Source: an optimization exercise on an open RTL-to-GDS flow (aim: small area, a short achievable clock period and few clock cycles per item). Production flows keep margins and buffers that such runs may drop.

==> build 93: inputs <==
## Convolution_without_pipeline
module Convolution_without_pipeline(
    clk, rst_n, in_valid,
    In_IFM_1, In_IFM_2, In_IFM_3, In_IFM_4, In_IFM_5, In_IFM_6, In_IFM_7, In_IFM_8, In_IFM_9,
    In_Weight_1, In_Weight_2, In_Weight_3, In_Weight_4, In_Weight_5, In_Weight_6, In_Weight_7, In_Weight_8, In_Weight_9,
    out_valid, Out_OFM
    );
clock: 10.0 ns
lec_check: 0
cap_margin: 20
core_margin: 2
core_utilization: 40
setup_slack_margin: 4.5
slew_margin: 20
synth_hierarchical: 1
synth_minimum_keep_size: 0
run.sh (not shown) runs the stock make flow with config.mk's settings and CLKGATE_MAP_FILE= SYNTH_SCRIPT=/design/flow/synth_recipe.tcl, a recipe that flattens the netlist after the stock synthesis.
==> build 84: changes against build 93 <==
--- a/flow/design.v
+++ b/flow/design.v
@@ -1219,44 +1219,49 @@
 fa3 u_fa482 (.a(s434), .b(c431), .c(s435), .s(s482), .co(c482));
 fa3 u_fa485 (.a(s438), .b(c435), .c(s439), .s(s485), .co(c485));
 fa3 u_fa488 (.a(c438), .b(s443), .c(c439), .s(s488), .co(c488));
 fa3 u_fa543 (.a(s526), .b(c494), .c(c524), .s(s543), .co(c543));
 fa3 u_fa548 (.a(c530), .b(s503), .c(s531), .s(s548), .co(c548));
 fa3 u_fa512 (.a(c471), .b(c472), .c(s474), .s(s512), .co(c512));
 fa3 u_fa514 (.a(c474), .b(s477), .c(c475), .s(s514), .co(c514));
-fa3 u_fa516 (.a(c477), .b(s480), .c(c478), .s(s516), .co(c516));
 fa3 u_fa518 (.a(s483), .b(c480), .c(c481), .s(s518), .co(c518));
 fa3 u_fa525 (.a(c490), .b(s494), .c(c491), .s(s525), .co(c525));
-fa3 u_fa519 (.a(s484), .b(c482), .c(s485), .s(s519), .co(c519));
-fa3 u_fa521 (.a(c484), .b(c485), .c(s488), .s(s521), .co(c521));
 fa3 u_fa523 (.a(c487), .b(s491), .c(c488), .s(s523), .co(c523));
-fa3 u_fa542 (.a(s524), .b(c522), .c(s525), .s(s542), .co(c542));
-reg r_s448, r_c467, r_s469, r_s470, r_c470, r_s472, r_s473, r_c473, r_s475, r_s476, r_c476, r_s478;
-reg r_s479, r_c479, r_s481, r_s482, r_s495, r_c504, r_s505, r_c505, r_s506, r_c506, r_s507, r_c507;
-reg r_s508, r_c508, r_s510, r_c510, r_s512, r_c512, r_s514, r_c514, r_s516, r_c516, r_s518, r_c518;
-reg r_s519, r_c519, r_s520, r_c520, r_s521, r_c521, r_s522, r_s523, r_c523, r_c525, r_c526, r_s527;
-reg r_c531, r_s532, r_c532, r_s542, r_c542, r_s543, r_c543, r_s545, r_c545, r_s546, r_c546, r_s547;
-reg r_c547, r_s548, r_c548;
+reg r_s448, r_c467, r_s469, r_s470, r_c470, r_s472, r_s473, r_c473, r_s475, r_s476, r_c476, r_c477;
+reg r_s478, r_c478, r_s479, r_c479, r_s480, r_s481, r_s482, r_c482, r_s484, r_c484, r_s485, r_c485;
+reg r_s488, r_s495, r_c504, r_s505, r_c505, r_s506, r_c506, r_s507, r_c507, r_s508, r_c508, r_s510;
+reg r_c510, r_s512, r_c512, r_s514, r_c514, r_s518, r_c518, r_s520, r_c520, r_s522, r_c522, r_s523;
+reg r_c523, r_s524, r_s525, r_c525, r_c526, r_s527, r_c531, r_s532, r_c532, r_s543, r_c543, r_s545;
+reg r_c545, r_s546, r_c546, r_s547, r_c547, r_s548, r_c548;
 always @(posedge clk) begin
     r_s448 <= s448;
     r_c467 <= c467;
     r_s469 <= s469;
     r_s470 <= s470;
     r_c470 <= c470;
     r_s472 <= s472;
     r_s473 <= s473;
     r_c473 <= c473;
     r_s475 <= s475;
     r_s476 <= s476;
     r_c476 <= c476;
+    r_c477 <= c477;
     r_s478 <= s478;
+    r_c478 <= c478;
     r_s479 <= s479;
     r_c479 <= c479;
+    r_s480 <= s480;
     r_s481 <= s481;
     r_s482 <= s482;
+    r_c482 <= c482;
+    r_s484 <= s484;
+    r_c484 <= c484;
+    r_s485 <= s485;
+    r_c485 <= c485;
+    r_s488 <= s488;
     r_s495 <= s495;
     r_c504 <= c504;
     r_s505 <= s505;
     r_c505 <= c505;
     r_s506 <= s506;
     r_c506 <= c506;
     r_s507 <= s507;
@@ -1265,35 +1270,30 @@
     r_c508 <= c508;
     r_s510 <= s510;
     r_c510 <= c510;
     r_s512 <= s512;
     r_c512 <= c512;
     r_s514 <= s514;
     r_c514 <= c514;
-    r_s516 <= s516;
-    r_c516 <= c516;
     r_s518 <= s518;
     r_c518 <= c518;
-    r_s519 <= s519;
-    r_c519 <= c519;
     r_s520 <= s520;
     r_c520 <= c520;
-    r_s521 <= s521;
-    r_c521 <= c521;
     r_s522 <= s522;
+    r_c522 <= c522;
     r_s523 <= s523;
     r_c523 <= c523;
+    r_s524 <= s524;
+    r_s525 <= s525;
     r_c525 <= c525;
     r_c526 <= c526;
     r_s527 <= s527;
     r_c531 <= c531;
     r_s532 <= s532;
     r_c532 <= c532;
-    r_s542 <= s542;
-    r_c542 <= c542;
     r_s543 <= s543;
     r_c543 <= c543;
     r_s545 <= s545;
     r_c545 <= c545;
     r_s546 <= s546;
     r_c546 <= c546;
     r_s547 <= s547;
@@ -1304,35 +1304,39 @@
 ha2n u_ha544 (.a(r_s527), .b(r_s495), .s(s544), .co(c544));
 fa3 u_fa533 (.a(r_c504), .b(r_s506), .c(r_c505), .s(s533), .co(c533));
 fa3 u_fa509 (.a(r_s469), .b(r_c467), .c(r_s470), .s(s509), .co(c509));
 fa3 u_fa511 (.a(r_s472), .b(r_c470), .c(r_s473), .s(s511), .co(c511));
 fa3 u_fa549 (.a(r_c531), .b(r_s532), .c(r_s505), .s(s549), .co(c549));
 fa3 u_fa534 (.a(r_c506), .b(r_s508), .c(r_c507), .s(s534), .co(c534));
 fa3 u_fa513 (.a(r_s475), .b(r_c473), .c(r_s476), .s(s513), .co(c513));
+fa3 u_fa516 (.a(r_c477), .b(r_s480), .c(r_c478), .s(s516), .co(c516));
 fa3 u_fa515 (.a(r_s478), .b(r_c476), .c(r_s479), .s(s515), .co(c515));
 fa3 u_fa517 (.a(r_s481), .b(r_c479), .c(r_s482), .s(s517), .co(c517));
+fa3 u_fa519 (.a(r_s484), .b(r_c482), .c(r_s485), .s(s519), .co(c519));
+fa3 u_fa521 (.a(r_c484), .b(r_c485), .c(r_s488), .s(s521), .co(c521));
 fa3 u_fa550 (.a(r_c532), .b(r_s507), .c(s533), .s(s550), .co(c550));
 ha2n u_ha561 (.a(r_c526), .b(r_c543), .s(s561), .co(c561));
 fa3 u_fa535 (.a(r_c508), .b(r_s510), .c(c509), .s(s535), .co(c535));
 fa3 u_fa536 (.a(r_c510), .b(r_s512), .c(c511), .s(s536), .co(c536));
 fa3 u_fa551 (.a(c533), .b(s509), .c(s534), .s(s551), .co(c551));
 fa3 u_fa537 (.a(r_c512), .b(r_s514), .c(c513), .s(s537), .co(c537));
-fa3 u_fa538 (.a(r_c514), .b(r_s516), .c(c515), .s(s538), .co(c538));
-fa3 u_fa539 (.a(r_c516), .b(r_s518), .c(c517), .s(s539), .co(c539));
-fa3 u_fa540 (.a(r_s520), .b(r_c518), .c(r_c519), .s(s540), .co(c540));
+fa3 u_fa542 (.a(r_s524), .b(r_c522), .c(r_s525), .s(s542), .co(c542));
+fa3 u_fa538 (.a(r_c514), .b(s516), .c(c515), .s(s538), .co(c538));
+fa3 u_fa539 (.a(c516), .b(r_s518), .c(c517), .s(s539), .co(c539));
+fa3 u_fa540 (.a(r_s520), .b(r_c518), .c(c519), .s(s540), .co(c540));
 fa3 u_fa541 (.a(r_s522), .b(r_c520), .c(r_s523), .s(s541), .co(c541));
 fa3 u_fa552 (.a(c534), .b(s511), .c(s535), .s(s552), .co(c552));
 fa3 u_fa553 (.a(s513), .b(c535), .c(s536), .s(s553), .co(c553));
 fa3 u_fa554 (.a(s515), .b(c536), .c(s537), .s(s554), .co(c554));
-fa3 u_fa560 (.a(r_s543), .b(r_c525), .c(r_c542), .s(s560), .co(c560));
+fa3 u_fa560 (.a(r_s543), .b(r_c525), .c(c542), .s(s560), .co(c560));
 fa3 u_fa555 (.a(s517), .b(c537), .c(s538), .s(s555), .co(c555));
-fa3 u_fa556 (.a(r_s519), .b(c538), .c(s539), .s(s556), .co(c556));
-fa3 u_fa557 (.a(r_s521), .b(c539), .c(s540), .s(s557), .co(c557));
-fa3 u_fa558 (.a(r_c521), .b(s541), .c(c540), .s(s558), .co(c558));
-fa3 u_fa559 (.a(r_c523), .b(r_s542), .c(c541), .s(s559), .co(c559));
+fa3 u_fa556 (.a(s519), .b(c538), .c(s539), .s(s556), .co(c556));
+fa3 u_fa557 (.a(s521), .b(c539), .c(s540), .s(s557), .co(c557));
+fa3 u_fa558 (.a(c521), .b(s541), .c(c540), .s(s558), .co(c558));
+fa3 u_fa559 (.a(r_c523), .b(s542), .c(c541), .s(s559), .co(c559));
 wire [19:0] row_a_n = {1'b1, c561, s561, s560, s559, c557, c556, c555, c554, c553, c552, c551, c550, c549, r_c548, r_c547, r_c546, r_c545, c544, r_s448};
 wire [19:0] row_b_n = {1'b1, 1'b1, c560, c559, c558, s558, s557, s556, s555, s554, s553, s552, s551, s550, s549, r_s548, r_s547, r_s546, r_s545, s544};
 wire [19:0] sum = ~row_a_n + ~row_b_n;
 assign Out_OFM = {1'b0, sum};
 endmodule
 module fa3(input a, input b, input c, output s, output co);
 assign s = a ^ b ^ c;
==> results.txt <==
item                                                            build 93        build 84
Sum of net half-perimeters after detailed placement        51000 microns   49800 microns
Area occupied by multi-input gates                          0.0145 sq mm    0.0144 sq mm
CP Data Arrival Time                                             3560 ps         3550 ps
F_max                                                            180 MHz         180 MHz
Met2 Use GR                                                        0.441           0.435
Placeable core area                                         0.0407 sq mm    0.0408 sq mm
Final Critical Period                                            5560 ps         5550 ps
Utilization after layout                                           0.451           0.453
Final GP Congestion                                                0.956           0.961
Outcome                                                   finished clean  finished clean
Sequential cell count                                                 64              68
Share of the final layout cell area in multi-input gates           0.787           0.777
Chip width                                                   207 microns     208 microns
DP Cell Count                                                       2166            2170
Post-synth ARST share                                             0.0156          0.0147
Share of post-route cells with drive strength above 1              0.166           0.134
Bufs w/o clock                                                       180             176
Synth Area in Adders                                               0.686           0.683
Function was not checked in any run of this note: the RTL went through the layout flow alone.

## re-timing with driven ports
Ports are ideal in the flow. The routed layouts listed here were re-timed in OpenROAD.
Step 1 assumes that a clkbuf_16 drives the clock port and a buf_2 every other input.
Step 2 moves the port delays by t, midway between the first and last clock arrival at a register: inputs arrive t later, outputs are due t later. That takes back most of the time a late clock gives input paths.
a / b / c = no drivers / after step 1 / after step 2; a / b = the first two.
run	t, ns	slack for setup (ns)	pins driven straight from the clock port
build 93	0.400	4.439 / 4.393 / 4.113	1
build 84	0.411	4.447 / 4.395 / 4.172	1
After both steps setup and hold are still met in every run listed. For build 93, which loses most, drivers alone change the setup slack by -0.046 ns; drivers and shift together by -0.326 ns.
